What follows belongs to an exercise in optimizing a design on an open flow for small area; a production flow would make more cautious choices. Only simulation tests tie the RTL to the original design; equivalence was not proved. Power figures rest on the tool's default switching activity, not on a simulated workload.

--- design/flow/config.mk ---
export PLATFORM = sky130hd
export DESIGN_NAME = neuron_multi_level_output
export DESIGN_NICKNAME = neuron_multi_level_output
export VERILOG_FILES = /design/flow/design.v
export SDC_FILE = /design/flow/constraint.sdc
export NUM_CORES = 8
export LEC_CHECK = 0
export CAP_MARGIN = 20
export CORE_MARGIN = 2
export CORE_UTILIZATION = 45
export PLACE_DENSITY = 0.6
export SLEW_MARGIN = 20
--- design/flow/constraint.sdc ---
create_clock -name core_clock -period 10.0 [get_ports {clk}]
set_input_delay 2.0000 -clock core_clock [delete_from_list [all_inputs] [get_ports {clk}]]
set_output_delay 2.0000 -clock core_clock [all_outputs]
set_load 0.01 [all_outputs]
--- design/flow/design.v ---
`timescale 1ns / 1ps
module neuron_multi_level_output #(parameter length = 128, total_cores = 3, total_length = length * total_cores)
	(
	input wire clk,
	input wire rst,
	input wire output_trigger,
	input wire y_addr_trigger,
	input wire single_core,
	input wire [2:0] num_core,
	output reg idle,
	input wire [31:0] in_fifo_dout,
	input wire in_fifo_valid,
	output reg in_fifo_rd_en,
	output reg [255:0] out_fifo_din,
	output reg out_fifo_wr_en,
	input wire neuron_idle,
	input wire spi_valid,
	input wire [total_length-1:0] spi_input_row,
	input wire [255:0] spi_input_single_core,
	output reg spi_read_trigger,
	output reg neuron_reset_trigger,
	output reg turn_off_inference,
	output reg ext_inference_enable,
	output reg reg_reset
	);
parameter options_per_core = length * 8 / 256;
localparam NG = total_length / 32;           
localparam CW = 5;                           
parameter [3:0] STATE_IDLE = 4'd0;
parameter [3:0] STATE_PIPE_IN = 4'd1;
parameter [3:0] STATE_EXT_INF_ON_0 = 4'd2;
parameter [3:0] STATE_INF_MODE_OFF = 4'd3;
parameter [3:0] STATE_EXT_INF_OFF_0 = 4'd4;
parameter [3:0] STATE_NEURON_TRIG = 4'd5;
parameter [3:0] STATE_NEURON_WAIT = 4'd6;
parameter [3:0] STATE_SPI_TRIG = 4'd7;
parameter [3:0] STATE_SPI_WAIT = 4'd8;
parameter [3:0] STATE_UPDATE_FND_IDX = 4'd9;
parameter [3:0] STATE_UPDATE_NUM_STEP = 4'd10;
parameter [3:0] STATE_CHECK_FOUND = 4'd11;
parameter [3:0] STATE_PIPE_OUT = 4'd12;
parameter [3:0] STATE_EXT_INF_ON_1 = 4'd13;
parameter [3:0] STATE_INF_MODE_ON = 4'd14;
parameter [3:0] STATE_EXT_INF_OFF_1 = 4'd15;
reg [3:0] state, next_state;
reg [CW-1:0] cnt, next_cnt;         
reg [6:0] iter_number, next_iter_number;
wire first = (iter_number == 0);
reg [total_length-1:0] init_value;
reg [total_length-1:0] step_found;
wire [total_length-1:0] spi_input = single_core ? spi_input_single_core : spi_input_row;
always @(*) begin
	next_cnt = 0;
	next_iter_number = iter_number;
	next_state = state;
	case (state)
		STATE_IDLE: begin
			next_iter_number = 0;
			if (y_addr_trigger) next_state = STATE_PIPE_IN;
			else if (output_trigger) next_state = STATE_EXT_INF_ON_0;
		end
		STATE_PIPE_IN: begin
			next_iter_number = 0;
			if (in_fifo_valid) begin
				next_cnt = cnt + 1;
				if (cnt == NG - 1) next_state = STATE_IDLE;
			end else begin
				next_cnt = cnt;
			end
		end
		STATE_EXT_INF_ON_0: next_state = STATE_INF_MODE_OFF;
		STATE_INF_MODE_OFF: next_state = STATE_EXT_INF_OFF_0;
		STATE_EXT_INF_OFF_0: next_state = STATE_NEURON_TRIG;
		STATE_NEURON_TRIG: begin
			next_cnt = cnt + 1;
			if (cnt[1:0] == 3) next_state = STATE_NEURON_WAIT;
		end
		STATE_NEURON_WAIT: if (neuron_idle) next_state = STATE_SPI_TRIG;
		STATE_SPI_TRIG: begin
			next_cnt = cnt + 1;
			if (cnt[1:0] == 3) next_state = STATE_SPI_WAIT;
		end
		STATE_SPI_WAIT: if (spi_valid) next_state = STATE_UPDATE_FND_IDX;
		STATE_UPDATE_FND_IDX: next_state = STATE_UPDATE_NUM_STEP;
		STATE_UPDATE_NUM_STEP: next_state = STATE_CHECK_FOUND;
		STATE_CHECK_FOUND: begin
			next_iter_number = iter_number + 1;
			if ((first ? y_zero : (& step_found)) || (iter_number == 100)) next_state = STATE_PIPE_OUT;
			else next_state = STATE_NEURON_TRIG;
		end
		STATE_PIPE_OUT: begin
			next_cnt = cnt + 1;
			if (single_core) begin
				if (cnt == 7) next_state = STATE_EXT_INF_ON_1;
			end else begin
				if (cnt == options_per_core*num_core-1) next_state = STATE_EXT_INF_ON_1;
			end
		end
		STATE_EXT_INF_ON_1: next_state = STATE_INF_MODE_ON;
		STATE_INF_MODE_ON: next_state = STATE_EXT_INF_OFF_1;
		STATE_EXT_INF_OFF_1: next_state = STATE_IDLE;
	endcase
end
always @(posedge clk) begin
	if (rst) begin
		state <= STATE_IDLE;
		cnt <= 0;
		iter_number <= 0;
		idle <= 0;
		spi_read_trigger <= 0;
		neuron_reset_trigger <= 0;
		in_fifo_rd_en <= 0;
		out_fifo_wr_en <= 0;
		turn_off_inference <= 0;
		ext_inference_enable <= 0;
		reg_reset <= 0;
	end else begin
		state <= next_state;
		cnt <= next_cnt;
		iter_number <= next_iter_number;
		idle <= (state == STATE_IDLE);
		in_fifo_rd_en <= (state == STATE_PIPE_IN);
		ext_inference_enable <= (state == STATE_EXT_INF_ON_0) || (state == STATE_INF_MODE_OFF) ||
		                        (state == STATE_EXT_INF_ON_1) || (state == STATE_INF_MODE_ON);
		turn_off_inference <= (state >= STATE_INF_MODE_OFF) && (state <= STATE_EXT_INF_ON_1);
		neuron_reset_trigger <= (state == STATE_NEURON_TRIG);
		spi_read_trigger <= (state == STATE_SPI_TRIG);
		reg_reset <= (state == STATE_UPDATE_FND_IDX);
		out_fifo_wr_en <= (state == STATE_PIPE_OUT);
	end
end
wire upd = (state == STATE_UPDATE_FND_IDX);
wire pipe_in = (state == STATE_PIPE_IN);
wire [total_length-1:0] diff = spi_input ^ init_value;
reg [NG*256-1:0] ring;
reg [3:0] phase;
wire [3:0] next_phase = (phase == NG - 1) ? 4'd0 : phase + 1'b1;
reg clearing;        
reg armed;           
reg restoring;       
reg y_zero;          
reg [6:0] wr_step;   
wire clr = rst || clearing || pipe_in;
always @(posedge clk) begin
	if (rst) begin
		phase <= 0;
		clearing <= 1;
		armed <= 0;
		restoring <= 0;
		y_zero <= 1;
	end else begin
		phase <= next_phase;
		if (phase == NG - 1) clearing <= 0;
		if (pipe_in) begin
			restoring <= 0;
			armed <= 0;
		end else if (upd) begin
			restoring <= first;
			armed <= !first;
		end
		if (state == STATE_IDLE && y_addr_trigger) y_zero <= 1;
		else if (pipe_in && in_fifo_valid && in_fifo_dout != 0) y_zero <= 0;
	end
	if (upd) wr_step <= iter_number;
end
wire [NG-1:0] at_head;
reg [31:0] head_nf;
integer h;
always @(*) begin
	head_nf = 0;
	for (h = 0; h < NG; h = h + 1)
		head_nf = head_nf | ({32{at_head[h]}} & not_found[h*32 +: 32]);
end
wire [255:0] head_in = ring[255:0];
wire [255:0] head_out;
wire [31:0] head_y;    
wire [6:0] head_step = clr ? 7'd0 : wr_step;
genvar g, n;
generate
for (n = 0; n < 32; n = n + 1) begin: hd
	assign head_y[n] = !head_in[n*8 + 7] || (head_in[n*8 +: 7] != 0);
	wire wr = clr || (armed && !head_nf[n] && !head_in[n*8 + 7]);
	assign head_out[n*8 +: 7] = wr ? head_step : head_in[n*8 +: 7];
	assign head_out[n*8 + 7] = clearing || (restoring ? !head_y[n] : !head_nf[n]);
end
endgenerate
always @(posedge clk)
	ring <= {head_out, ring[NG*256-1:256]};
wire cmp = upd && !first;
wire [31:0] nf_bus = pipe_in ? in_fifo_dout : clearing ? 32'd0 : head_y;
reg [total_length-1:0] not_found;
always @(*) step_found = ~not_found;
always @(posedge clk)
	if (upd && first) init_value <= spi_input;
generate
for (g = 0; g < NG; g = g + 1) begin: grp
	assign at_head[g] = (phase == g);
	wire ld = (pipe_in && in_fifo_valid && cnt == g) ||
	          ((restoring || clearing) && !pipe_in && !upd && at_head[g]);
	always @(posedge clk)
		not_found[g*32 +: 32] <= ({32{ld}} & nf_bus) |
			(not_found[g*32 +: 32] & {32{!ld}} & ~({32{cmp}} & diff[g*32 +: 32]));
end
endgenerate
wire [NG-1:0] grp_sel_d;
generate
for (g = 0; g < NG; g = g + 1) begin: ogrp
	localparam integer SM = (total_cores - 1 - g / options_per_core) * options_per_core + g % options_per_core;
	if (g < 8)
		assign grp_sel_d[g] = single_core ? (next_cnt == g + 1) : (next_cnt == SM + 1);
	else
		assign grp_sel_d[g] = !single_core && (next_cnt == SM + 1);
end
endgenerate
reg [NG-1:0] stg_sel_d;
integer a, b;
always @(*) begin
	stg_sel_d = 0;
	for (a = 0; a < NG; a = a + 1)        
		for (b = 0; b < NG; b = b + 1)    
			stg_sel_d[a] = stg_sel_d[a] | (grp_sel_d[b] && next_phase == (b - a + NG) % NG);
end
reg [NG-1:0] grp_sel, stg_sel;
always @(posedge clk) begin
	grp_sel <= grp_sel_d;
	stg_sel <= stg_sel_d;
end
reg [31:0] o_init, o_found;
reg [255:0] o_ring;
integer k;
always @(*) begin
	o_init = 0;
	o_found = 0;
	o_ring = 0;
	for (k = 0; k < NG; k = k + 1) begin
		o_init = o_init | ({32{grp_sel[k]}} & init_value[k*32 +: 32]);
		o_found = o_found | ({32{grp_sel[k]}} & step_found[k*32 +: 32]);
		o_ring = o_ring | ({256{stg_sel[k]}} & ring[k*256 +: 256]);
	end
end
wire [255:0] dout;
genvar i, j;
generate
for (i = 0; i < 8; i = i + 1) begin: w
	for (j = 0; j < 4; j = j + 1) begin: b
		localparam integer L = i*4 + j;
		wire pend = armed && o_found[L] && !o_ring[L*8 + 7];
		assign dout[(7-i)*32 + j*8 +: 7] = pend ? wr_step : o_ring[L*8 +: 7];
		assign dout[(7-i)*32 + j*8 + 7] = o_init[L];
	end
end
endgenerate
always @(*) out_fifo_din = dout;
endmodule
--- design/flow/flow/run.sh ---
#!/bin/bash
set -euo pipefail
CTS="-sink_clustering_enable -repair_clock_nets -sink_clustering_size 25 -sink_clustering_max_diameter 100 -sink_clustering_buffer sky130_fd_sc_hd__clkbuf_16 -buf_list {sky130_fd_sc_hd__clkbuf_4 sky130_fd_sc_hd__clkbuf_8} -dont_use_dummy_load"
bash standard.sh "CTS_ARGS=$CTS" "BUFFER_PORTS_ARGS=-buffer_cell sky130_fd_sc_hd__buf_1" finish > standard.log 2>&1
--- design/flow/standard.sh ---
#!/bin/bash
# synth_recipe.tcl (not shown) runs the flow's synth.tcl, then flattens the netlist and writes it again
# the make line also repeats each setting of config.mk as NAME=value (left out here)
make -C /OpenROAD-flow-scripts/flow DESIGN_CONFIG=/design/flow/config.mk WORK_HOME=/design/flow/orfs CLKGATE_MAP_FILE= SYNTH_SCRIPT=/design/flow/synth_recipe.tcl "${@:-finish}"
==> results of run 1 <==
## worst register-to-register path, delay by kind of cell (launching register included)
kind | cells | cell delay, ns
mux | 1 | 0.33
compound gates | 1 | 0.34
flops | 1 | 0.66
buf+inv | 1 | 0.67
simple gates | 5 | 2.58
## cells by family after synthesis
kind of cell / after synthesis / share of synthesized area
xor gates and xnor gates: 399 / 0.0274
buffers and inverters: 893 / 0.0276
muxes: 503 / 0.0418
adders and majority gates: 12 / 0.00117
DFF: 3903 / 0.639
AOI/OAI and AO/OA: 3338 / 0.198
and+or+nand+nor: 1715 / 0.0645
## area by class of cell
cell class                      instances  area (um2)  area share
Multi-Input combinational cell       5967       43300       0.310
Timing Repair Buffer                 1138        5300      0.0378
Tap cell                             3762        4710      0.0336
Clock buffer                          182        4320      0.0308
Antenna cell                           16        40.0    0.000286
Sequential cell                      3903       82100       0.587
Inverter                               41         154     0.00110
## flip-flops by register name, summed over array words and instances, names as in the netlist, 4 cells and up
register / flops
not_found: 384
state: 4
iter_number: 7
grp_sel: 12
init_value: 384
cnt: 5
ring: 3072
stg_sel: 12
wr_step: 7
phase: 4
## layout by cell type (no fill, tap or decap), types with 39 or more instances in the layout
| master | n |
|---|---|
| a21oi_1 | 314 |
| a221oi_1 | 790 |
| a222oi_1 | 48 |
| a22o_1 | 818 |
| a22oi_1 | 236 |
| a41oi_1 | 214 |
| buf_1 | 944 |
| buf_4 | 167 |
| clkbuf_16 | 161 |
| dfxtp_1 | 3484 |
| edfxtp_1 | 391 |
| inv_1 | 39 |
| mux2_2 | 260 |
| mux2i_1 | 243 |
| nand2_1 | 215 |
| nand3_1 | 133 |
| nand4_1 | 79 |
| nor2_1 | 811 |
| nor2b_1 | 143 |
| nor4_1 | 134 |
| o21ai_0 | 504 |
| o22ai_1 | 233 |
| xnor2_1 | 390 |
## path summary, 6_finish.rpt
check                                 from                 to  slack (ns)  cells past startpoint
worst max-delay path            grp_sel[2]  out_fifo_din[174]        2.31                      9
worst max register to register    phase[2]         ring[3036]        5.25                      8
worst min register to register  ring[2126]         ring[1870]        0.23                      0
worst min-delay path            ring[2126]         ring[1870]        0.23                      0
## metal layers
layer,global-route usage,vias up
met5,0,-
met1,0.487,49200
met2,0.546,5682
met4,0.181,20
li1,-,41400
met3,0.0580,1097
## stage by stage
stage               cells   util  power (mW)
detailed placement  14800  0.476        21.9
global route        15000  0.492        30.3
CTS                 15000  0.491        29.4
floorplan           10800      -        19.2
global placement    14800  0.476        21.9
finish              15000  0.492        29.7
## where the power goes
group / switching [mW] / total (mW) / internal [mW] / leakage, nW
sequential: 1.73 / 18.1 / 16.4 / 31.9
combinational: 2.56 / 3.68 / 1.12 / 15.2
clock: 4.81 / 7.85 / 3.04 / 2.14
==> results.sh, run 1 <==
export IMPL_outcome="timing/DRC/antenna clean"
export IMPL_required_ns=8.00
export IMPL_dpl_worst_slack_ns=3.59
export IMPL_fin_crit_sh=0.769
export IMPL_grt_pass1_vias=93200
export IMPL_fin_worst_skew_ns=0.140
export IMPL_peakVddDrop_mv=0.142
export IMPL_num_io_pins=947
export IMPL_grt_overflow_total=0
export IMPL_totalWireLength_um=538000
export IMPL_setup_viol=0
export IMPL_max_stage_delay_ns=0.92
export IMPL_power_density_nw_per_um2=212
export IMPL_worst_setup_path_type="flop to output pin"
export IMPL_worst_slack_ns=2.31
export IMPL_die_y_um=538
export IMPL_hold_slack_ns=0.233
export IMPL_cellLeakagePower_nw=49.2
export IMPL_grt_usage=0.356
export IMPL_insertion_delay_ns=1.15
export IMPL_gp_congestion=1.05
export IMPL_wire_per_inst_um=35.8
export IMPL_drtIter0Drc=12100
export IMPL_yosysWarnings=1
export IMPL_viasPerCell=6.49
export IMPL_fill_cells=25400
export IMPL_endpoint_kind="output pin"
export IMPL_clk_pin_slew_ns=0.10
export IMPL_hold_class="flop to flop"
export IMPL_cts_hold_buf=0
export IMPL_fin_crit_ns=7.69
export IMPL_dp_final_hpwl_um=367000
export IMPL_synthFlopType="dfxtp_1"
export IMPL_dr_total_vias=97400
export IMPL_synth_area_top_cells="dfxtp_1 (55%), edfxtp_1 (9.2%), a22o_1 (5.6%), a221oi_1 (5.4%), xnor2_1 (2.7%)"
export IMPL_port_buffers=946
export IMPL_crit_family="compound AO/OA/AOI/OAI gates"
export IMPL_syn_area_per_cell_um2=11.9
export IMPL_crit_chain="buf_4 -> inv_1 -> buf_4 -> o22ai_1 -> or4_1 -> o31ai_4 -> nor2_1 -> a41oi_1 -> buf_1"
export IMPL_yosys_area_top_type="dfxtp_1"
export IMPL_synthCells=10800
export IMPL_netlist_area_um2=128000
export IMPL_wl_met1_um=224000
export IMPL_fmax_ghz=0.130
export IMPL_htree_levels=4
export IMPL_rsz0062_at_grt="false"
export IMPL_synthTopCellsByCount="dfxtp_1 (3512), a22o_1 (818), nor2_1 (814)"
export IMPL_cap_violations=0
export IMPL_async_flop_share=0
export IMPL_relSlewSlack=0.116
export IMPL_fin_nets=11900
export IMPL_cp_common_cell="buf_4"
export IMPL_postRouteAntennaNets=0
export IMPL_cts_sinks=3903
export IMPL_drive_gt1_frac=0.0697
export IMPL_grt_pass1_wl_um=736000
export IMPL_antenna_found_initial=40
export IMPL_cts_tree="yes"
export IMPL_wl_met2_um=236000
export IMPL_worstSetupStartpointType="flop"
export IMPL_rows=196
export IMPL_finalHoldViolCount=0
export IMPL_cts_setup_buffers=0
export IMPL_areaGrowthSynthToFinish_pct=9.10
export IMPL_die_x_um=538
export IMPL_setup_tns_ns=0
export IMPL_synth_edf_count=391
export IMPL_tightestPinTransition_ns=1.31
export IMPL_coreArea_um2=284000
export IMPL_grt_max_degree=163
export IMPL_synth_fp_nets=11500
export IMPL_placed_area_um2=135000
export IMPL_cts_buffer_depth=4
export IMPL_initial_core_util=0.451
export IMPL_yosysSeqAreaShare=0.639
export IMPL_die_area_um2=289000
export IMPL_root_buffer="clkbuf_8"
export IMPL_yosysMostFrequentCell="dfxtp_1"
export IMPL_route_detailed_drc=0
export IMPL_yosysUniqueCellTypes=88
export IMPL_slew_viol_final=0
export IMPL_cp_arrival_ns=5.69
export IMPL_finalInstanceArea_um2=140000
export IMPL_critPathSlowestCell="o31ai_4"
export IMPL_synth_top_area_share=0.548
export IMPL_route_met3_wl_um=46400
export IMPL_cts_resized=0
export IMPL_firstDrtPassIters=9
export IMPL_crit_fanout=33
export IMPL_critPathBufInv=4
export IMPL_numCtsBuffers=182
export IMPL_synth_seq_cells=3903
export IMPL_maxUsedRoutingLayer="met5"
==> inputs of run 2 (changes only) <==
--- a/design/flow/design.v
+++ b/design/flow/design.v
@@ -50,3 +50,7 @@
 reg [total_length-1:0] step_found;
-wire [total_length-1:0] spi_input = single_core ? spi_input_single_core : spi_input_row;
+wire [total_length-1:0] spi_input;
+assign spi_input[255:0] = single_core ? spi_input_single_core : spi_input_row[255:0];
+generate if (total_length > 256) begin: hi
+	assign spi_input[total_length-1:256] = spi_input_row[total_length-1:256];
+end endgenerate
 always @(*) begin
@@ -189,2 +193,3 @@
 wire cmp = upd && !first;
+wire [total_length-1:0] cmp_v = {{(total_length-256){cmp && !single_core}}, {256{cmp}}};
 wire [31:0] nf_bus = pipe_in ? in_fifo_dout : clearing ? 32'd0 : head_y;
@@ -201,3 +206,3 @@
 		not_found[g*32 +: 32] <= ({32{ld}} & nf_bus) |
-			(not_found[g*32 +: 32] & {32{!ld}} & ~({32{cmp}} & diff[g*32 +: 32]));
+			(not_found[g*32 +: 32] & {32{!ld}} & ~(cmp_v[g*32 +: 32] & diff[g*32 +: 32]));
 end
==> run 2 against run 1 <==
Still clean on timing, DRC and antenna; non-clock buffer count is 1 lower; sequential power hardly changed; via count hardly changed; sequential share of layout area is 0.17 points higher; final cell count is 0.39% lower; synthesized area is 0.35% lower; setup slack better by 0.54 ns; cell area is 0.29% lower; highest routed layer unchanged.
==> results.sh, run 2 <==
export IMPL_setup_tns_ns=0
export IMPL_synth_top_family_by_area="compound AO/OA/AOI/OAI gates"
export IMPL_synthFlopType="dfxtp_1"
export IMPL_peakVddDrop_mv=0.134
export IMPL_dp_final_hpwl_um=359000
export IMPL_worst_setup_path_type="flop to output pin"
export IMPL_tightestPinTransition_ns=1.21
export IMPL_crit_cells=9
export IMPL_synthSimpleGateAreaFrac=0.0602
export IMPL_synth_fp_nets=11400
export IMPL_cap_violations=0
export IMPL_hold_depth=0
export IMPL_cts_hold_buf=0
export IMPL_fin_worst_skew_ns=0.134
export IMPL_syn_area_per_cell_um2=12.0
export IMPL_wire_per_inst_um=35.5
export IMPL_initial_core_util=0.453
export IMPL_die_y_um=537
export IMPL_clk_pin_slew_ns=0.10
export IMPL_yosysMostFrequentCell="dfxtp_1"
export IMPL_yosysUniqueCellTypes=90
export IMPL_max_stage_delay_ns=0.93
export IMPL_rsz0062_at_grt="false"
export IMPL_grt_overflow_total=0
export IMPL_slew_viol_final=0
export IMPL_critPathSlowestCell="o31ai_4"
export IMPL_netlist_area_um2=128000
export IMPL_root_buffer="clkbuf_8"
export IMPL_relSlewSlack=0.188
export IMPL_grt_pass1_wl_um=731000
export IMPL_crit_chain="buf_4 -> inv_1 -> buf_4 -> o22ai_1 -> or4_1 -> o31ai_4 -> nor2_1 -> a41oi_1 -> buf_1"
export IMPL_cts_sinks=3903
export IMPL_yosysSeqAreaShare=0.642
export IMPL_cts_setup_buffers=0
export IMPL_cts_tree="yes"
export IMPL_critPathBufInv=4
export IMPL_fill_cells=25200
export IMPL_total_power_mw=29.8
export IMPL_htree_levels=4
export IMPL_largest_reg_flops=3072
export IMPL_num_io_pins=947
export IMPL_layout_commonest_cell="dfxtp_1"
export IMPL_synth_compound_area_frac=0.199
export IMPL_synth_area_top_cells="dfxtp_1 (55%), edfxtp_1 (9.2%), a22o_1 (5.7%), a221oi_1 (5.4%), xnor2_1 (2.7%)"
export IMPL_muxShareOfSynthArea=0.0430
export IMPL_crit_fanout=33
export IMPL_fin_crit_sh=0.714
export IMPL_synth_top_area_share=0.550
export IMPL_hold_class="flop to flop"
export IMPL_dp_cells=14700
export IMPL_drtIter0Drc=12700
export IMPL_cellLeakagePower_nw=49.1
export IMPL_die_area_um2=288000
export IMPL_power_density_nw_per_um2=214
export IMPL_gp_congestion=1.04
export IMPL_synthCells=10700
export IMPL_grt_pass1_vias=93300
export IMPL_totalWireLength_um=531000
export IMPL_outcome="timing/DRC/antenna clean"
export IMPL_async_flop_share=0
export IMPL_fmax_ghz=0.140
export IMPL_synth_xor_area_frac=0.0273
export IMPL_endpoint_kind="output pin"
export IMPL_grt_max_degree=124
export IMPL_synthTopCellsByCount="dfxtp_1 (3512), nor2_1 (915), a22o_1 (827)"
export IMPL_r2r_cells=9
export IMPL_worstSetupStartpointType="flop"
export IMPL_route_detailed_drc=0
export IMPL_instances_no_fill=15000
export IMPL_fin_crit_ns=7.14
export IMPL_port_buffers=946
export IMPL_postRouteAntennaNets=0
export IMPL_fin_nets=11900
export IMPL_rows=195
export IMPL_cp_common_cell="buf_4"
export IMPL_areaGrowthSynthToFinish_pct=9.17
export IMPL_mostFrequentLayoutCells="dfxtp_1 (3484), buf_1 (945), nor2_1 (912)"
export IMPL_antenna_found_initial=45
export IMPL_synth_seq_cells=3903
export IMPL_synth_edf_count=391
export IMPL_dr_total_vias=97500
export IMPL_yosysWarnings=1
export IMPL_cts_buffer_depth=4
export IMPL_drive_gt1_frac=0.0722
export IMPL_die_x_um=537
export IMPL_cp_arrival_ns=5.14
export IMPL_viasPerCell=6.52
export IMPL_synthAdderAreaFrac=0.00117
export IMPL_top_regs="ring: 3072 flops, init_value: 384 flops, not_found: 384 flops"
export IMPL_insertion_delay_ns=1.13
export IMPL_cts_resized=0
export IMPL_r2r_setup_slack_ns=5.04
export IMPL_finalHoldViolCount=0
export IMPL_coreArea_um2=283000
export IMPL_yosys_area_top_type="dfxtp_1"
export IMPL_max_flop_register="ring"
export IMPL_grt_usage=0.354
export IMPL_finish_utilization=0.494
export IMPL_crit_family="buffers and inverters"
export IMPL_hold_slack_ns=0.271
export IMPL_numCtsBuffers=183
export IMPL_firstDrtPassIters=6
export IMPL_required_ns=8.00
export IMPL_setup_viol=0
==> run 2: metal layers <==
metal,up-vias,share of wire,global-route usage
li1,41300,-,-
met1,49200,0.41,0.477
met2,5847,0.43,0.522
met3,1167,0.095,0.0745
met4,20,0.069,0.209
met5,-,0.00027,0
==> run 2: layout make-up <==
| type | instances | area (um2) | area share |
|---|---|---|---|
| flip-flops and latches | 3903 | 82100 | 0.588 |
| multi-input cells | 5914 | 43000 | 0.308 |
| repair buffers | 1137 | 5240 | 0.0376 |
| well taps | 3743 | 4680 | 0.0336 |
| clock buffers | 183 | 4340 | 0.0311 |
| inverters | 36 | 138 | 0.000986 |
| diodes | 35 | 87.6 | 0.000627 |
==> run 2: cells by family (layout without fill, tap and decap cells) <==
family                   after synthesis  in the layout
AO/OA/AOI/OAI                       3339           3339
XOR/XNOR                             398            398
adder cells (fa/ha/maj)               12             12
buffers and inverters                882           1356
flip-flops                          3903           3903
multiplexers                         516            516
other                                  0             35
AND/OR/NAND/NOR                     1649           1649
==> run 2: final timing paths <==
path,to,from
min reg2reg,ring[879],ring[1135]
max,out_fifo_din[38],grp_sel[1]
max reg2reg,ring[2868],phase[2]
min,ring[879],ring[1135]
==> run 2: stage by stage <==
| stage | setup WS (ns) | cell area (um2) |
|---|---|---|
| floorplan | 2.92 | 128000 |
| global placement | 3.92 | 135000 |
| detailed placement | 3.91 | 135000 |
| CTS | 2.76 | 139000 |
| global route | 2.76 | 140000 |
| finish | 2.86 | 140000 |
==> run 2: power breakdown <==
group | total (mW) | internal (mW) | leakage [nW] | switching [mW]
clock network | 7.87 | 3.06 | 2.15 | 4.82
registers | 18.1 | 16.5 | 31.9 | 1.68
logic | 3.83 | 1.19 | 15.0 | 2.64
total | 29.8 | 20.7 | 49.1 | 9.13
==> inputs of run 3 (changes only) <==
--- a/design/flow/design.v
+++ b/design/flow/design.v
@@ -48,2 +48,3 @@
 wire first = (iter_number == 0);
+reg all_found;        
 reg [total_length-1:0] init_value;
@@ -91,3 +92,3 @@
 			next_iter_number = iter_number + 1;
-			if ((first ? y_zero : (& step_found)) || (iter_number == 100)) next_state = STATE_PIPE_OUT;
+			if ((first ? y_zero : all_found) || (iter_number == 100)) next_state = STATE_PIPE_OUT;
 			else next_state = STATE_NEURON_TRIG;
@@ -168,2 +169,3 @@
 	if (upd) wr_step <= iter_number;
+	if (state == STATE_UPDATE_NUM_STEP) all_found <= ~| not_found;
 end
==> run 3 against run 2 <==
Count of clock-buffer cells in the layout is the same; sequential share of layout area rose by 0.21 points; clock power about the same; total power decreased by 3.5%; routed wire length shrank 3.0%; synthesized cell count shrank 0.30%.
==> results.sh, run 3 <==
export IMPL_hold_class="flop to flop"
export IMPL_finalHoldViolCount=0
export IMPL_cts_sinks=3904
export IMPL_fmax_ghz=0.140
export IMPL_outcome="timing/DRC/antenna clean"
export IMPL_required_ns=8.00
export IMPL_cap_violations=0
export IMPL_antenna_found_initial=58
export IMPL_synthTopCellsByCount="dfxtp_1 (3512), nor2_1 (940), a22o_1 (814)"
export IMPL_crit_fanout=26
export IMPL_placed_area_um2=135000
export IMPL_cts_resized=0
export IMPL_route_detailed_drc=0
export IMPL_max_stage_delay_ns=0.98
export IMPL_drtIter0Drc=12000
export IMPL_syn_area_per_cell_um2=11.9
export IMPL_firstDrtPassIters=7
export IMPL_synthCells=10700
export IMPL_finalInstanceArea_um2=139000
export IMPL_largest_reg_flops=3072
export IMPL_dpl_worst_slack_ns=4.00
export IMPL_max_flop_register="ring"
export IMPL_grt_overflow_total=0
export IMPL_yosysSeqAreaShare=0.645
export IMPL_relSlewSlack=0.129
export IMPL_grt_max_degree=144
export IMPL_setup_viol=0
export IMPL_coreArea_um2=282000
export IMPL_totalWireLength_um=515000
export IMPL_yosys_area_top_type="dfxtp_1"
export IMPL_fin_worst_skew_ns=0.137
export IMPL_synth_seq_cells=3904
export IMPL_cp_common_cell="buf_4"
export IMPL_crit_chain="buf_4 -> clkinv_1 -> buf_4 -> o22ai_1 -> or4_1 -> o31ai_4 -> nor2_1 -> a41oi_1 -> buf_1"
export IMPL_yosysMostFrequentCell="dfxtp_1"
export IMPL_synth_area_top_cells="dfxtp_1 (55%), edfxtp_1 (9.3%), a22o_1 (5.6%), a221oi_1 (5.4%), nor2_1 (2.8%)"
export IMPL_die_x_um=536
export IMPL_power_density_nw_per_um2=207
export IMPL_wl_met2_um=224000
export IMPL_fin_nets=11800
export IMPL_dr_total_vias=96500
export IMPL_maxUsedRoutingLayer="met5"
export IMPL_layout_commonest_cell="dfxtp_1"
export IMPL_yosysWarnings=1
export IMPL_synth_fp_nets=11400
export IMPL_rows=195
export IMPL_grt_pass1_vias=92900
export IMPL_insertion_delay_ns=1.08
export IMPL_hold_depth=0
export IMPL_yosysUniqueCellTypes=76
export IMPL_r2r_cells=9
export IMPL_clk_pin_slew_ns=0.10
export IMPL_worst_slack_ns=2.83
export IMPL_numCtsBuffers=183
export IMPL_gp_congestion=1.01
export IMPL_cts_hold_buf=0
export IMPL_mostFrequentLayoutCells="dfxtp_1 (3482), buf_1 (944), nor2_1 (937)"
export IMPL_fin_crit_sh=0.717
export IMPL_drive_gt1_frac=0.0695
export IMPL_wire_per_inst_um=34.6
export IMPL_dp_final_hpwl_um=345000
export IMPL_cts_buffer_depth=4
export IMPL_rsz0062_at_grt="false"
export IMPL_async_flop_share=0
export IMPL_grt_pass1_wl_um=714000
export IMPL_areaGrowthSynthToFinish_pct=9.40
export IMPL_slew_viol_final=0
export IMPL_root_buffer="clkbuf_8"
export IMPL_cellLeakagePower_nw=49.8
export IMPL_tightestPinTransition_ns=1.30
export IMPL_cts_tree="yes"
export IMPL_worstSetupStartpointType="flop"
export IMPL_peakVddDrop_mv=0.116
export IMPL_top_regs="ring: 3072 flops, init_value: 384 flops, not_found: 384 flops"
export IMPL_cts_setup_buffers=0
export IMPL_synthFlopType="dfxtp_1"
export IMPL_route_met3_wl_um=51200
export IMPL_netlist_area_um2=127000
export IMPL_critPathSlowestCell="o31ai_4"
export IMPL_postRouteAntennaNets=0
export IMPL_cp_arrival_ns=5.17
export IMPL_synth_edf_count=392
export IMPL_wl_met1_um=211000
export IMPL_port_buffers=946
export IMPL_fin_crit_ns=7.17
export IMPL_initial_core_util=0.451
export IMPL_endpoint_kind="output pin"
export IMPL_die_y_um=536
export IMPL_synth_top_area_share=0.553
export IMPL_grt_usage=0.344
export IMPL_die_area_um2=287000
export IMPL_htree_levels=4
export IMPL_viasPerCell=6.48
export IMPL_worst_setup_path_type="flop to output pin"
export IMPL_num_io_pins=947
export IMPL_total_power_mw=28.8
==> run 3: final cells by class <==
| type | instances | area (um2) |
|---|---|---|
| timing repair buffer | 1131 | 5250 |
| multi-input combinational | 5879 | 42500 |
| inverter | 37 | 139 |
| clock buffer | 183 | 4340 |
| antenna | 24 | 60.1 |
| fill | 25200 | 143000 |
| sequential | 3904 | 82200 |
| tap | 3743 | 4680 |
==> run 3: final timing paths <==
| path | endpoint | slack (ns) | from |
|---|---|---|---|
| worst min-delay path | ring[1284] | 0.23 | ring[1540] |
| worst min register to register | ring[1284] | 0.23 | ring[1540] |
| worst max register to register | ring[2835] | 5.08 | phase[3] |
| worst max-delay path | out_fifo_din[126] | 2.83 | grp_sel[5] |
==> run 3: layer usage <==
metal / vias up / GRT usage
li1: 41100 / -
met1: 48500 / 0.463
met2: 5725 / 0.523
met3: 1122 / 0.0762
met4: 30 / 0.167
met5: - / 0
==> run 3: per-stage QoR <==
step	hold WS, ns	setup TNS [ns]	util	std cells
after detailed placement	0.336	0	0.478	14700
final	0.229	0	0.494	14900
after global placement	0.331	0	0.477	14700
after CTS	0.239	0	0.493	14900
after global routing	0.241	0	0.494	14900
after floorplan	0.330	-115.25	-	10700
==> run 3: power by group <==
part	total, mW	switching (mW)	internal, mW
logic	3.32	2.24	1.07
clock network	7.88	4.82	3.06
registers	17.6	1.18	16.4
==> run 3: kinds of logic (layout without fill, tap and decap cells) <==
family,Yosys count,count (layout),synth area share
simple gates,1651,1651,0.0605
fa+ha+maj,12,12,0.00118
xor+xnor,401,401,0.0276
buf+inv,884,1351,0.0265
compound gates,3303,3303,0.196
flops,3904,3904,0.645
other cells,0,24,0
mux,512,512,0.0429
==> run 3: worst max-delay path: cells and delay by family (launching register included) <==
| family | cells | cell delay, ns |
|---|---|---|
| AND/OR/NAND/NOR | 2 | 0.64 |
| buffers and inverters | 4 | 1.22 |
| AO/OA/AOI/OAI | 3 | 1.81 |
| flip-flops | 1 | 0.33 |
==> inputs of run 4 (changes only) <==
--- a/design/flow/config.mk
+++ b/design/flow/config.mk
@@ -10,3 +10,3 @@
 export CORE_UTILIZATION = 45
-export PLACE_DENSITY = 0.6
+export PLACE_DENSITY = 0.72
 export SLEW_MARGIN = 20
==> run 4 against run 3 <==
Non-clock buffer count fell by 11; synthesized cell count unchanged; sequential cell count stayed put; clock skew increased by 0.055 ns; sequential share of layout area about the same.
==> results.sh, run 4 <==
export IMPL_port_buffers=946
export IMPL_htree_levels=4
export IMPL_route_detailed_drc=0
export IMPL_top_regs="ring: 3072 flops, init_value: 384 flops, not_found: 384 flops"
export IMPL_num_io_pins=947
export IMPL_dr_total_vias=98300
export IMPL_rows=195
export IMPL_grt_pass1_wl_um=715000
export IMPL_cap_violations=0
export IMPL_worstSetupStartpointType="flop"
export IMPL_max_flop_register="ring"
export IMPL_fmax_ghz=0.138
export IMPL_grtUsageMet2=0.516
export IMPL_synthTopCellsByCount="dfxtp_1 (3512), nor2_1 (940), a22o_1 (814)"
export IMPL_totalWireLength_um=517000
export IMPL_required_ns=8.00
export IMPL_synth_top_family_by_area="compound AO/OA/AOI/OAI gates"
export IMPL_setup_tns_ns=0
export IMPL_worst_setup_path_type="flop to output pin"
export IMPL_critPathSlowestCell="o31ai_4"
export IMPL_synth_compound_area_frac=0.196
export IMPL_largest_reg_flops=3072
export IMPL_synth_seq_cells=3904
export IMPL_muxShareOfSynthArea=0.0429
export IMPL_peakVddDrop_mv=0.166
export IMPL_clk_pin_slew_ns=0.11
export IMPL_fin_crit_sh=0.722
export IMPL_crit_family="compound AO/OA/AOI/OAI gates"
export IMPL_seq_area_um2=82200
export IMPL_critPathBufInv=3
export IMPL_hold_class="flop to flop"
export IMPL_initial_core_util=0.451
export IMPL_endpoint_kind="output pin"
export IMPL_numCtsBuffers=186
export IMPL_die_area_um2=287000
export IMPL_grt_pass1_vias=93800
export IMPL_async_flop_share=0
export IMPL_cts_sinks=3904
export IMPL_die_y_um=536
export IMPL_setup_viol=0
export IMPL_relSlewSlack=0.145
export IMPL_cts_tree="yes"
export IMPL_fill_cells=24800
export IMPL_synth_xor_area_frac=0.0276
export IMPL_cts_resized=0
export IMPL_coreArea_um2=282000
export IMPL_rsz0062_at_grt="false"
export IMPL_insertion_delay_ns=1.13
export IMPL_synth_fp_nets=11400
export IMPL_max_stage_delay_ns=0.91
export IMPL_dp_final_hpwl_um=348000
export IMPL_netlist_area_um2=127000
export IMPL_grt_overflow_total=0
export IMPL_gr_max_usage_layer="met2"
export IMPL_tightestPinTransition_ns=1.28
export IMPL_fin_worst_skew_ns=0.192
export IMPL_grt_usage=0.345
export IMPL_multi_input_area_um2=42500
export IMPL_areaGrowthSynthToFinish_pct=9.45
export IMPL_synthSimpleGateAreaFrac=0.0605
export IMPL_drive_gt1_frac=0.0687
export IMPL_root_buffer="clkbuf_8"
export IMPL_mostFrequentLayoutCells="dfxtp_1 (3482), buf_1 (944), nor2_1 (937)"
export IMPL_fin_nets=11800
export IMPL_synthAdderAreaFrac=0.00118
export IMPL_syn_area_per_cell_um2=11.9
export IMPL_gp_congestion=0.991
export IMPL_yosysMostFrequentCell="dfxtp_1"
export IMPL_yosysWarnings=1
export IMPL_power_density_nw_per_um2=207
export IMPL_grt_max_degree=144
export IMPL_wire_per_inst_um=34.7
export IMPL_postRouteAntennaNets=0
export IMPL_layout_commonest_cell="dfxtp_1"
export IMPL_met3_usage=0.0927
export IMPL_synth_area_top_cells="dfxtp_1 (55%), edfxtp_1 (9.3%), a22o_1 (5.6%), a221oi_1 (5.4%), nor2_1 (2.8%)"
export IMPL_synthFlopType="dfxtp_1"
export IMPL_crit_fanout=33
export IMPL_viasPerCell=6.59
export IMPL_die_x_um=536
export IMPL_dpl_worst_slack_ns=3.87
export IMPL_synth_top_area_share=0.553
export IMPL_grtUsageMet1=0.454
export IMPL_worst_slack_ns=2.78
export IMPL_antenna_found_initial=117
export IMPL_drtIter0Drc=13900
export IMPL_crit_chain="buf_4 -> inv_2 -> o22ai_1 -> or4_1 -> o31ai_4 -> nor2_1 -> a41oi_1 -> buf_1"
export IMPL_cts_hold_buf=0
export IMPL_firstDrtPassIters=7
export IMPL_cellLeakagePower_nw=49.8
export IMPL_synth_edf_count=392
export IMPL_yosysSeqAreaShare=0.645
export IMPL_fin_crit_ns=7.22
export IMPL_cts_buffer_depth=4
export IMPL_cp_arrival_ns=5.22
export IMPL_yosys_area_top_type="dfxtp_1"
export IMPL_yosysUniqueCellTypes=76
export IMPL_cts_setup_buffers=0
export IMPL_outcome="timing/DRC/antenna clean"
export IMPL_slew_viol_final=0
export IMPL_finalHoldViolCount=0
export IMPL_synthCells=10700
-- run 4: changes by cell type in the layout (fill, tap and decap cells not counted), sizes merged --
cell	change
diode	+19
clkinv	-1
clkbuf	+3
inv	+1
buf	-11
-- run 4: layout make-up --
type | count | area share
flip-flops and latches | 3904 | 0.590
repair buffers | 1120 | 0.0374
multi-input cells | 5879 | 0.305
clock buffers | 186 | 0.0317
diodes | 43 | 0.000773
inverters | 37 | 0.000998
well taps | 3743 | 0.0336
-- run 4: final timing paths --
check,startpoint,endpoint,slack [ns],cells after the start
max,grp_sel[1],out_fifo_din[102],2.78,8
min,ring[320],ring[64],0.20,0
max reg2reg,phase[0],ring[2918],5.17,9
min reg2reg,ring[320],ring[64],0.20,0
-- run 4: per-stage QoR --
step	util	hold slack [ns]	power [mW]	instances	cell area, um2
after floorplan	-	0.330	19.2	10700	127000
after global placement	0.477	0.332	20.9	14700	134000
after detailed placement	0.477	0.336	21.0	14700	135000
after CTS	0.493	0.192	28.6	14900	139000
after global routing	0.494	0.216	29.5	14900	139000
final	0.494	0.204	28.8	14900	139000
-- run 4: power breakdown --
part           leakage [nW]  internal (mW)  switching, mW
clock                  2.18           3.11           4.78
combinational          15.6           1.08           2.24
sequential             31.9           16.4           1.14
-- run 4: cells by family after synthesis --
logic type | Yosys count
flops | 3904
xor+xnor | 401
simple gates | 1651
mux | 512
buf+inv | 884
fa+ha+maj | 12
compound gates | 3303
-- run 4: layer usage --
layer  up-vias  share of wire
met4        50          0.060
li1      41100              -
met5         -        0.00062
met3      1265           0.12
met2      6942           0.43
met1     48900           0.39
==> inputs of run 5 (changes only) <==
--- a/design/flow/config.mk
+++ b/design/flow/config.mk
@@ -7,6 +7,6 @@
 export LEC_CHECK = 0
-export CAP_MARGIN = 20
+export CAP_MARGIN = 12
 export CORE_MARGIN = 2
 export CORE_UTILIZATION = 45
-export PLACE_DENSITY = 0.72
-export SLEW_MARGIN = 20
+export PLACE_DENSITY = 0.6
+export SLEW_MARGIN = 12
==> run 5 against run 4 <==
Sequential share of layout area is 0.094 points higher; sequential cell count unchanged; first-iteration DRC count decreased by 16%; critical path depth shrank 2; maximum frequency increased by 0.59%; cell area is 0.16% lower; largest cell class unchanged.
==> results.sh, run 5 <==
export IMPL_grt_overflow_total=0
export IMPL_initial_core_util=0.451
export IMPL_syn_area_per_cell_um2=11.9
export IMPL_finalHoldViolCount=0
export IMPL_worstSetupStartpointType="flop"
export IMPL_drtIter0Drc=11600
export IMPL_cp_arrival_ns=5.18
export IMPL_synthFlopType="dfxtp_1"
export IMPL_rows=195
export IMPL_relSlewSlack=0.0321
export IMPL_fin_crit_sh=0.718
export IMPL_htree_levels=4
export IMPL_largest_reg_flops=3072
export IMPL_cts_buffer_depth=4
export IMPL_required_ns=8.00
export IMPL_die_y_um=536
export IMPL_setup_tns_ns=0
export IMPL_die_area_um2=287000
export IMPL_clk_pin_slew_ns=0.10
export IMPL_fin_worst_skew_ns=0.117
export IMPL_root_buffer="clkbuf_8"
export IMPL_coreArea_um2=282000
export IMPL_dp_final_hpwl_um=345000
export IMPL_synthAdderAreaFrac=0.00118
export IMPL_grt_usage=0.344
export IMPL_r2r_start="phase[0]"
export IMPL_synth_area_top_cells="dfxtp_1 (55%), edfxtp_1 (9.3%), a22o_1 (5.6%), a221oi_1 (5.4%), nor2_1 (2.8%)"
export IMPL_viasPerCell=6.46
export IMPL_outcome="timing/DRC/antenna clean"
export IMPL_insertion_delay_ns=1.14
export IMPL_yosys_area_top_type="dfxtp_1"
export IMPL_grt_pass1_wl_um=713000
export IMPL_route_detailed_drc=0
export IMPL_synthCells=10700
export IMPL_cts_setup_buffers=0
export IMPL_critPathBufInv=4
export IMPL_critPathSlowestCell="dfxtp_4"
export IMPL_cts_resized=0
export IMPL_endpoint_kind="output pin"
export IMPL_crit_start="stg_sel[2]"
export IMPL_numCtsBuffers=182
export IMPL_synth_compound_area_frac=0.196
export IMPL_fin_nets=11800
export IMPL_synth_top_area_share=0.553
export IMPL_gp_congestion=1.01
export IMPL_grt_max_degree=144
export IMPL_cts_hold_buf=0
export IMPL_wire_per_inst_um=34.5
export IMPL_peakVddDrop_mv=0.131
export IMPL_synthTopCellsByCount="dfxtp_1 (3512), nor2_1 (940), a22o_1 (814)"
export IMPL_yosysUniqueCellTypes=76
export IMPL_num_io_pins=947
export IMPL_yosysSeqAreaShare=0.645
export IMPL_port_buffers=946
export IMPL_cellLeakagePower_nw=49.7
export IMPL_netlist_area_um2=127000
export IMPL_synth_seq_cells=3904
export IMPL_fin_crit_ns=7.18
export IMPL_top_regs="ring: 3072 flops, init_value: 384 flops, not_found: 384 flops"
export IMPL_mostFrequentLayoutCells="dfxtp_1 (3482), buf_1 (944), nor2_1 (937)"
export IMPL_firstDrtPassIters=9
export IMPL_crit_chain="buf_4 -> buf_4 -> a221oi_1 -> buf_4 -> a41oi_1 -> buf_1"
export IMPL_rsz0062_at_grt="false"
export IMPL_layout_commonest_cell="dfxtp_1"
export IMPL_cp_common_cell="buf_4"
export IMPL_postRouteAntennaNets=0
export IMPL_cts_sinks=3904
export IMPL_totalWireLength_um=514000
export IMPL_die_x_um=536
export IMPL_drive_gt1_frac=0.0688
export IMPL_max_flop_register="ring"
export IMPL_synth_top_family_by_area="compound AO/OA/AOI/OAI gates"
export IMPL_cap_violations=0
export IMPL_yosysWarnings=1
export IMPL_dr_total_vias=96300
export IMPL_muxShareOfSynthArea=0.0429
export IMPL_tightestPinTransition_ns=1.45
export IMPL_max_stage_delay_ns=0.91
export IMPL_grt_pass1_vias=92500
export IMPL_finish_utilization=0.493
export IMPL_slew_viol_final=0
export IMPL_cts_tree="yes"
export IMPL_crit_family="buffers and inverters"
export IMPL_antenna_found_initial=49
export IMPL_synth_fp_nets=11400
export IMPL_hold_class="flop to flop"
export IMPL_synth_edf_count=392
export IMPL_fmax_ghz=0.139
export IMPL_synthSimpleGateAreaFrac=0.0605
export IMPL_power_density_nw_per_um2=207
export IMPL_async_flop_share=0
export IMPL_hp_start="ring[1949]"
export IMPL_worst_setup_path_type="flop to output pin"
export IMPL_crit_fanout=48
export IMPL_synth_xor_area_frac=0.0276
export IMPL_areaGrowthSynthToFinish_pct=9.28
export IMPL_setup_viol=0
export IMPL_total_power_mw=28.8
export IMPL_yosysMostFrequentCell="dfxtp_1"
==> run 5: cell types whose count changed in the layout (fill, tap and decap cells not counted), moves of 2 or more <==
cell,previous run,this run
inv_2,8,10
buf_4,144,162
nor4_2,7,2
nor4_1,143,147
buf_8,2,0
buf_16,6,1
inv_1,25,22
diode_2,43,23
buf_6,2,0
clkbuf_16,165,161
buf_2,3,1
==> run 5: final timing paths <==
check / endpoint / slack (ns) / cells past startpoint
max: out_fifo_din[163] / 2.82 / 6
min reg2reg: ring[1693] / 0.27 / 0
max reg2reg: ring[3067] / 5.09 / 10
min: ring[1693] / 0.27 / 0
==> run 5: cell families (layout without fill, tap and decap cells) <==
kind of cell | after synthesis | after routing
adders and majority gates | 12 | 12
other | 0 | 23
AOI/OAI and AO/OA | 3303 | 3303
and+or+nand+nor | 1651 | 1651
xor gates and xnor gates | 401 | 401
buffers and inverters | 884 | 1347
muxes | 512 | 512
DFF | 3904 | 3904
==> run 5: worst register-to-register path, delay by kind of cell (launching register included) <==
family / cells / cell delay, ns
compound gates: 1 / 0.12
buf+inv: 2 / 0.89
mux: 1 / 0.25
flops: 1 / 0.51
fa+ha+maj: 1 / 0.53
simple gates: 5 / 2.47
==> run 5: layout make-up <==
class                      count  area, um2
inverter                      37        139
multi-input combinational   5879      42500
sequential                  3904      82200
tap                         3743       4680
fill                       25100     143000
clock buffer                 182       4320
antenna                       23       57.6
timing repair buffer        1128       5160
==> run 5: power breakdown <==
part | internal, mW | total (mW) | switching, mW
registers | 16.4 | 17.6 | 1.19
logic | 1.07 | 3.31 | 2.23
clock network | 3.04 | 7.85 | 4.81
total | 20.5 | 28.8 | 8.23
==> run 5: through the flow <==
stage               hold WS [ns]  setup WS, ns  cells  instance area, um2
finish                     0.274          2.82  14900              139000
global route               0.276          2.81  14900              139000
CTS                        0.274          2.77  14900              139000
detailed placement         0.336          4.01  14700              135000
global placement           0.331          4.01  14700              135000
floorplan                  0.330        -0.300  10700              127000
==> run 5: metal layers <==
layer | vias up | share of wire | global-route usage | routed length (um)
met4 | 28 | 0.054 | 0.162 | 27700
met1 | 48400 | 0.41 | 0.462 | 210000
met5 | - | 0.00038 | 0 | 193
met3 | 1020 | 0.10 | 0.0815 | 52000
met2 | 5754 | 0.44 | 0.523 | 225000
li1 | 41100 | - | - | -
==> inputs of run 6 (changes only) <==
==> design/flow/flow/run.sh (replaced) <==
#!/bin/bash
set -euo pipefail
CTS="-sink_clustering_enable -repair_clock_nets -sink_clustering_size 25 -sink_clustering_max_diameter 100 -sink_clustering_buffer sky130_fd_sc_hd__clkbuf_16 -buf_list {sky130_fd_sc_hd__clkbuf_4 sky130_fd_sc_hd__clkbuf_8} -dont_use_dummy_load"
bash standard.sh "CTS_ARGS=$CTS" "BUFFER_PORTS_ARGS=-buffer_cell sky130_fd_sc_hd__buf_1" "RECOVER_POWER=100" finish > standard.log 2>&1
--- a/design/flow/config.mk
+++ b/design/flow/config.mk
@@ -7,3 +7,3 @@
 export LEC_CHECK = 0
-export CAP_MARGIN = 12
+export CAP_MARGIN = 20
 export CORE_MARGIN = 2
@@ -11,2 +11,2 @@
 export PLACE_DENSITY = 0.6
-export SLEW_MARGIN = 12
+export SLEW_MARGIN = 20
==> run 6 against run 5 <==
Now fails the layout checks on capacitance limit, slew limit; register-to-register slack got worse by 3.8 ns; clock skew rose by 0.020 ns; synthesized area unchanged; first-iteration DRC count is 0.83% higher; die area is the same; routed wire length grew 0.28%; clock power about the same; setup slack worse by 1.6 ns; final cell count rose by 0.19%; maximum frequency fell by 18%; hold slack lost 0.047 ns; utilization down 0.13 points; largest cell class unchanged; largest power group unchanged; highest routed layer unchanged.
==> results.sh, run 6 <==
export IMPL_fin_crit_sh=0.876
export IMPL_yosysWarnings=1
export IMPL_mostFrequentLayoutCells="dfxtp_1 (3486), nor2_1 (939), buf_1 (877)"
export IMPL_route_detailed_drc=0
export IMPL_synthCells=10700
export IMPL_synth_area_top_cells="dfxtp_1 (55%), edfxtp_1 (9.3%), a22o_1 (5.6%), a221oi_1 (5.4%), nor2_1 (2.8%)"
export IMPL_cts_sinks=3904
export IMPL_endpoint_kind="output pin"
export IMPL_gp_congestion=1.01
export IMPL_drive_gt1_frac=0.0394
export IMPL_coreArea_um2=282000
export IMPL_yosys_area_top_type="dfxtp_1"
export IMPL_fin_crit_ns=8.76
export IMPL_wire_per_inst_um=34.6
export IMPL_htree_levels=4
export IMPL_required_ns=8.00
export IMPL_largest_reg_flops=3072
export IMPL_cts_tree="yes"
export IMPL_cellLeakagePower_nw=49.7
export IMPL_cts_setup_buffers=0
export IMPL_die_area_um2=287000
export IMPL_yosysSeqAreaShare=0.645
export IMPL_worst_setup_path_type="flop to output pin"
export IMPL_met3_usage=0.0762
export IMPL_cts_resized=0
export IMPL_netlist_area_um2=127000
export IMPL_yosysUniqueCellTypes=76
export IMPL_postRouteAntennaNets=0
export IMPL_initial_core_util=0.451
export IMPL_hold_class="flop to flop"
export IMPL_so_faults="capacitance limit, slew limit"
export IMPL_synth_seq_cells=3904
export IMPL_insertion_delay_ns=1.09
export IMPL_slew_viol_final=1437
export IMPL_cap_violations=35
export IMPL_outcome="finished with violations"
export IMPL_viasPerCell=6.47
export IMPL_numCtsBuffers=183
export IMPL_synthTopCellsByCount="dfxtp_1 (3512), nor2_1 (940), a22o_1 (814)"
export IMPL_peakVddDrop_mv=0.116
export IMPL_dp_cells=14700
export IMPL_total_power_mw=28.8
export IMPL_layout_commonest_cell="dfxtp_1"
export IMPL_port_buffers=946
export IMPL_worstSetupStartpointType="flop"
export IMPL_rows=195
export IMPL_async_flop_share=0
export IMPL_fin_worst_skew_ns=0.138
export IMPL_yosysMostFrequentCell="dfxtp_1"
export IMPL_clk_pin_slew_ns=0.10
export IMPL_finalHoldViolCount=0
export IMPL_antenna_found_initial=70
export IMPL_grt_overflow_total=0
export IMPL_top_regs="ring: 3072 flops, init_value: 384 flops, not_found: 384 flops"
export IMPL_syn_area_per_cell_um2=11.9
export IMPL_dp_final_hpwl_um=345000
export IMPL_fin_nets=11800
export IMPL_rsz0062_at_grt="false"
export IMPL_die_y_um=536
export IMPL_cp_arrival_ns=6.76
export IMPL_instances_no_fill=14900
export IMPL_firstDrtPassIters=9
export IMPL_synth_edf_count=392
export IMPL_fmax_ghz=0.114
export IMPL_tightestPinTransition_ns=4.59
export IMPL_power_density_nw_per_um2=208
export IMPL_root_buffer="clkbuf_8"
export IMPL_synthFlopType="dfxtp_1"
export IMPL_max_flop_register="ring"
export IMPL_grt_pass1_wl_um=714000
export IMPL_synth_fp_nets=11400
export IMPL_num_io_pins=947
export IMPL_crit_fanout=25
export IMPL_grtUsageMet1=0.463
export IMPL_gr_max_usage_layer="met2"
export IMPL_grt_usage=0.344
export IMPL_cts_buffer_depth=4
export IMPL_areaGrowthSynthToFinish_pct=9.00
export IMPL_grtUsageMet2=0.523
export IMPL_dr_total_vias=96500
export IMPL_setup_viol=0
export IMPL_die_x_um=536
export IMPL_relSlewSlack=-2.06
export IMPL_fill_cells=25200
export IMPL_cts_hold_buf=0
export IMPL_synth_top_area_share=0.553
export IMPL_totalWireLength_um=516000
export IMPL_grt_pass1_vias=92900
export IMPL_grt_max_degree=144
export IMPL_drtIter0Drc=11700
## run 6: cell counts after synthesis
No cell type changed its count.
## run 6: cell type report
class,count,area (um2),area share
multi-input cells,5879,42100,0.304
repair buffers,1131,5060,0.0365
well taps,3743,4680,0.0338
diodes,47,118,0.000848
flip-flops and latches,3904,82100,0.593
inverters,37,139,0.00100
clock buffers,183,4340,0.0313
## run 6: power by group
group	switching, mW	internal (mW)	leakage (nW)	total, mW
clock network	4.82	3.06	2.15	7.88
registers	1.18	16.4	31.9	17.6
logic	2.22	1.06	15.6	3.28
## run 6: cells by family (layout without fill, tap and decap cells)
logic type | Yosys count | in the layout | share of synthesized area
other | 0 | 47 | 0
XOR/XNOR | 401 | 401 | 0.0276
adder cells (fa/ha/maj) | 12 | 12 | 0.00118
AND/OR/NAND/NOR | 1651 | 1651 | 0.0605
AO/OA/AOI/OAI | 3303 | 3303 | 0.196
buffers and inverters | 884 | 1351 | 0.0265
multiplexers | 512 | 512 | 0.0429
flip-flops | 3904 | 3904 | 0.645
## run 6: critical path: stages, from the launching register on
cell,delay (ns)
dfxtp_1,0.66
inv_1,0.53
clkbuf_1,1.53
o22ai_1,0.24
or4_1,0.58
o31ai_1,1.09
buf_6,0.31
nor2_1,0.06
a41oi_1,0.45
buf_1,0.21
## run 6: metal layers
metal,wire length [um],share of wire
met4,29300,0.057
met5,197,0.00038
met3,50900,0.099
met1,211000,0.41
met2,224000,0.43
## run 6: final timing paths
check	start	endpoint	slack (ns)	cells past startpoint
max	grp_sel[0]	out_fifo_din[43]	1.24	9
min	ring[1540]	ring[1284]	0.23	0
max reg2reg	phase[3]	not_found[183]	1.33	6
min reg2reg	ring[1540]	ring[1284]	0.23	0
## run 6: metrics by stage
step	utilization	hold WS, ns	cell area, um2	worst slack [ns]	TNS [ns]
floorplan	-	0.330	127000	-0.300	-115.25
global placement	0.477	0.331	135000	4.01	0
detailed placement	0.478	0.336	135000	4.00	0
CTS	0.493	0.239	139000	2.79	0
global route	0.492	0.241	139000	1.41	0
finish	0.492	0.227	139000	1.24	0
==> inputs of run 7 (changes only) <==
==> design/flow/flow/run.sh (replaced) <==
#!/bin/bash
set -euo pipefail
CTS="-sink_clustering_enable -repair_clock_nets -sink_clustering_size 28 -sink_clustering_max_diameter 100 -sink_clustering_buffer sky130_fd_sc_hd__clkbuf_16 -buf_list {sky130_fd_sc_hd__clkbuf_4 sky130_fd_sc_hd__clkbuf_8} -dont_use_dummy_load"
bash standard.sh "CTS_ARGS=$CTS" "BUFFER_PORTS_ARGS=-buffer_cell sky130_fd_sc_hd__buf_1" finish > standard.log 2>&1
==> run 7 against run 6 <==
The run now finishes clean; final cell count decreased by 0.22%; register-to-register slack improved by 3.7 ns; clock skew fell by 0.012 ns.
==> results.sh, run 7 <==
export IMPL_cts_setup_buffers=0
export IMPL_max_stage_delay_ns=0.86
export IMPL_die_y_um=536
export IMPL_cap_violations=0
export IMPL_muxShareOfSynthArea=0.0429
export IMPL_max_flop_register="ring"
export IMPL_viasPerCell=6.46
export IMPL_setup_viol=0
export IMPL_wire_per_inst_um=34.6
export IMPL_layout_commonest_cell="dfxtp_1"
export IMPL_yosysUniqueCellTypes=76
export IMPL_root_buffer="clkbuf_8"
export IMPL_antenna_found_initial=48
export IMPL_cp_common_cell="buf_4"
export IMPL_multi_input_area_um2=42500
export IMPL_critPathBufInv=4
export IMPL_outcome="timing/DRC/antenna clean"
export IMPL_synthSimpleGateAreaFrac=0.0605
export IMPL_port_buffers=946
export IMPL_clk_pin_slew_ns=0.11
export IMPL_endpoint_kind="output pin"
export IMPL_r2r_end="ring[2851]"
export IMPL_drive_gt1_frac=0.0683
export IMPL_fin_crit_sh=0.719
export IMPL_seq_area_um2=82200
export IMPL_hold_depth=0
export IMPL_top_regs="ring: 3072 flops, init_value: 384 flops, not_found: 384 flops"
export IMPL_coreArea_um2=282000
export IMPL_synthFlopType="dfxtp_1"
export IMPL_worst_setup_path_type="flop to output pin"
export IMPL_hold_slack_ns=0.267
export IMPL_yosysMostFrequentCell="dfxtp_1"
export IMPL_synth_top_area_share=0.553
export IMPL_cts_resized=0
export IMPL_synth_xor_area_frac=0.0276
export IMPL_grt_pass1_vias=92700
export IMPL_total_power_mw=28.5
export IMPL_grt_pass1_wl_um=713000
export IMPL_drtIter0Drc=12000
export IMPL_yosysSeqAreaShare=0.645
export IMPL_postRouteAntennaNets=0
export IMPL_synth_seq_cells=3904
export IMPL_synthTopCellsByCount="dfxtp_1 (3512), nor2_1 (940), a22o_1 (814)"
export IMPL_cts_tree="yes"
export IMPL_peakVddDrop_mv=0.125
export IMPL_cp_arrival_ns=5.19
export IMPL_synth_top_family_by_area="compound AO/OA/AOI/OAI gates"
export IMPL_dr_total_vias=96200
export IMPL_r2r_cells=9
export IMPL_numCtsBuffers=169
export IMPL_crit_family="compound AO/OA/AOI/OAI gates"
export IMPL_netlist_area_um2=127000
export IMPL_die_area_um2=287000
export IMPL_dp_final_hpwl_um=345000
export IMPL_r2r_setup_slack_ns=5.00
export IMPL_required_ns=8.00
export IMPL_finalHoldViolCount=0
export IMPL_grt_usage=0.344
export IMPL_fin_worst_skew_ns=0.126
export IMPL_gp_congestion=1.01
export IMPL_power_density_nw_per_um2=205
export IMPL_num_io_pins=947
export IMPL_worstSetupStartpointType="flop"
export IMPL_relSlewSlack=0.0959
export IMPL_async_flop_share=0
export IMPL_yosysWarnings=1
export IMPL_synth_area_top_cells="dfxtp_1 (55%), edfxtp_1 (9.3%), a22o_1 (5.6%), a221oi_1 (5.4%), nor2_1 (2.8%)"
export IMPL_fin_nets=11800
export IMPL_tightestPinTransition_ns=1.35
export IMPL_synth_fp_nets=11400
export IMPL_hold_class="flop to flop"
export IMPL_rows=195
export IMPL_fmax_ghz=0.139
export IMPL_rsz0062_at_grt="false"
export IMPL_cts_buffer_depth=4
export IMPL_initial_core_util=0.451
export IMPL_die_x_um=536
export IMPL_totalWireLength_um=515000
export IMPL_insertion_delay_ns=1.09
export IMPL_areaGrowthSynthToFinish_pct=9.13
export IMPL_route_detailed_drc=0
export IMPL_synthCells=10700
export IMPL_cts_sinks=3904
export IMPL_fill_cells=25200
export IMPL_firstDrtPassIters=9
export IMPL_finish_utilization=0.492
export IMPL_yosys_area_top_type="dfxtp_1"
export IMPL_synth_edf_count=392
export IMPL_crit_cells=9
export IMPL_htree_levels=4
export IMPL_slew_viol_final=0
export IMPL_crit_fanout=26
export IMPL_instances_no_fill=14900
export IMPL_synth_compound_area_frac=0.196
export IMPL_r2r_start="phase[3]"
export IMPL_grt_overflow_total=0
export IMPL_crit_start="grp_sel[5]"
export IMPL_setup_tns_ns=0
export IMPL_endpoint="out_fifo_din[173]"
export IMPL_largest_reg_flops=3072
export IMPL_critPathSlowestCell="o31ai_4"
export IMPL_cellLeakagePower_nw=49.6
export IMPL_synthAdderAreaFrac=0.00118
export IMPL_mostFrequentLayoutCells="dfxtp_1 (3482), buf_1 (944), nor2_1 (937)"
export IMPL_crit_chain="buf_4 -> clkinv_1 -> buf_4 -> o22ai_1 -> or4_1 -> o31ai_4 -> nor2_1 -> a41oi_1 -> buf_1"
export IMPL_cts_hold_buf=0
export IMPL_syn_area_per_cell_um2=11.9
export IMPL_grt_max_degree=144
export IMPL_dp_cells=14700
export IMPL_fin_crit_ns=7.19
==> run 7: cell count changes in the layout (fill, tap and decap cells not counted), sizes merged <==
cell    previous run  this run
buf             1022      1129
clkbuf           292       171
diode             47        28
==> run 7: worst min path at each step <==
| stage | startpoint | end | slack (ns) |
|---|---|---|---|
| 2_1_floorplan | ring[1263] | ring[1007] | 0.33 |
| 3_3_place_gp | ring[1903] | ring[1647] | 0.33 |
| 3_5_place_dp | ring[927] | ring[671] | 0.34 |
| 4_1_cts | ring[275] | ring[19] | 0.28 |
| 5_1_grt | ring[1569] | ring[1313] | 0.27 |
| 6_report | ring[1566] | ring[1310] | 0.27 |
==> run 7: layout make-up <==
| type | instances | share of cell area |
|---|---|---|
| Antenna cell | 28 | 0.000505 |
| Clock buffer | 169 | 0.0288 |
| Inverter | 37 | 0.00100 |
| Multi-Input combinational cell | 5879 | 0.306 |
| Sequential cell | 3904 | 0.592 |
| Tap cell | 3743 | 0.0337 |
| Timing Repair Buffer | 1131 | 0.0378 |
==> run 7: kinds of logic after synthesis <==
kind of cell               after synthesis
AOI/OAI and AO/OA                     3303
xor gates and xnor gates               401
adders and majority gates               12
buffers and inverters                  884
DFF                                   3904
muxes                                  512
and+or+nand+nor                       1651
==> run 7: stage by stage <==
stage	setup WS [ns]	cell area, um2
floorplan	-0.300	127000
global placement	4.01	135000
detailed placement	4.00	135000
CTS	2.80	139000
global route	2.79	139000
finish	2.81	139000
==> run 7: layer usage <==
layer | wire [um] | share of wire | GRT usage
met1 | 212000 | 0.41 | 0.466
met4 | 29300 | 0.057 | 0.169
met5 | 157 | 0.00031 | 0
met2 | 224000 | 0.44 | 0.520
met3 | 49400 | 0.096 | 0.0737
==> run 7: where the power goes <==
part	total [mW]	internal (mW)	switching (mW)
Sequential	17.6	16.4	1.18
Combinational	3.32	1.07	2.25
Clock	7.58	2.83	4.75
==> run 7: worst register-to-register path, delay by kind of cell, from the launching register on <==
kind / cells / cell delay, ns
simple gates: 4 / 1.61
buf+inv: 2 / 1.02
compound gates: 2 / 1.05
flops: 1 / 0.69
mux: 1 / 0.43

separate check: timing with driven ports:
How much do the figures lean on ideal ports? The routed layouts below were timed once more, with nothing changed but the port constraints.
Step 1 assumes that a clkbuf_16 drives the clock port and a buf_2 every other input.
Step 2 times the ports against the registers' clock, not the clock port: input delays grow and output delays shrink by t, the midpoint of the rising clock arrivals with the driver on.
Three values: ideal ports, drivers, drivers and shift; two values: the first two.
run | t (ns) | slack for setup (ns) | hold slack, ns | slew at the worst register clock pin (ns) | worst slew at a driven data input, ns
run 1 | 1.192 | 2.313 / 2.197 / 3.389 | 0.233 / 0.233 / 0.233 | 0.11 / 0.11 | 0.12
run 2 | 1.174 | 2.855 / 2.738 / 3.912 | 0.271 / 0.271 / 0.271 | 0.11 / 0.11 | 0.24
run 3 | 1.152 | 2.834 / 2.721 / 3.873 | 0.229 / 0.229 / 0.229 | 0.11 / 0.11 | 0.24
run 4 | 1.121 | 2.776 / 2.680 / 3.801 | 0.204 / 0.204 / 0.204 | 0.11 / 0.11 | 0.30
run 5 | 1.173 | 2.818 / 2.721 / 3.894 | 0.274 / 0.274 / 0.274 | 0.11 / 0.11 | 0.20
run 6 | 1.157 | 1.237 / 1.124 / 1.334 | 0.227 / 0.227 / 0.227 | 0.11 / 0.11 | 0.24
run 7 | 1.152 | 2.810 / 2.696 / 3.849 | 0.267 / 0.267 / 0.267 | 0.12 / 0.12 | 0.22
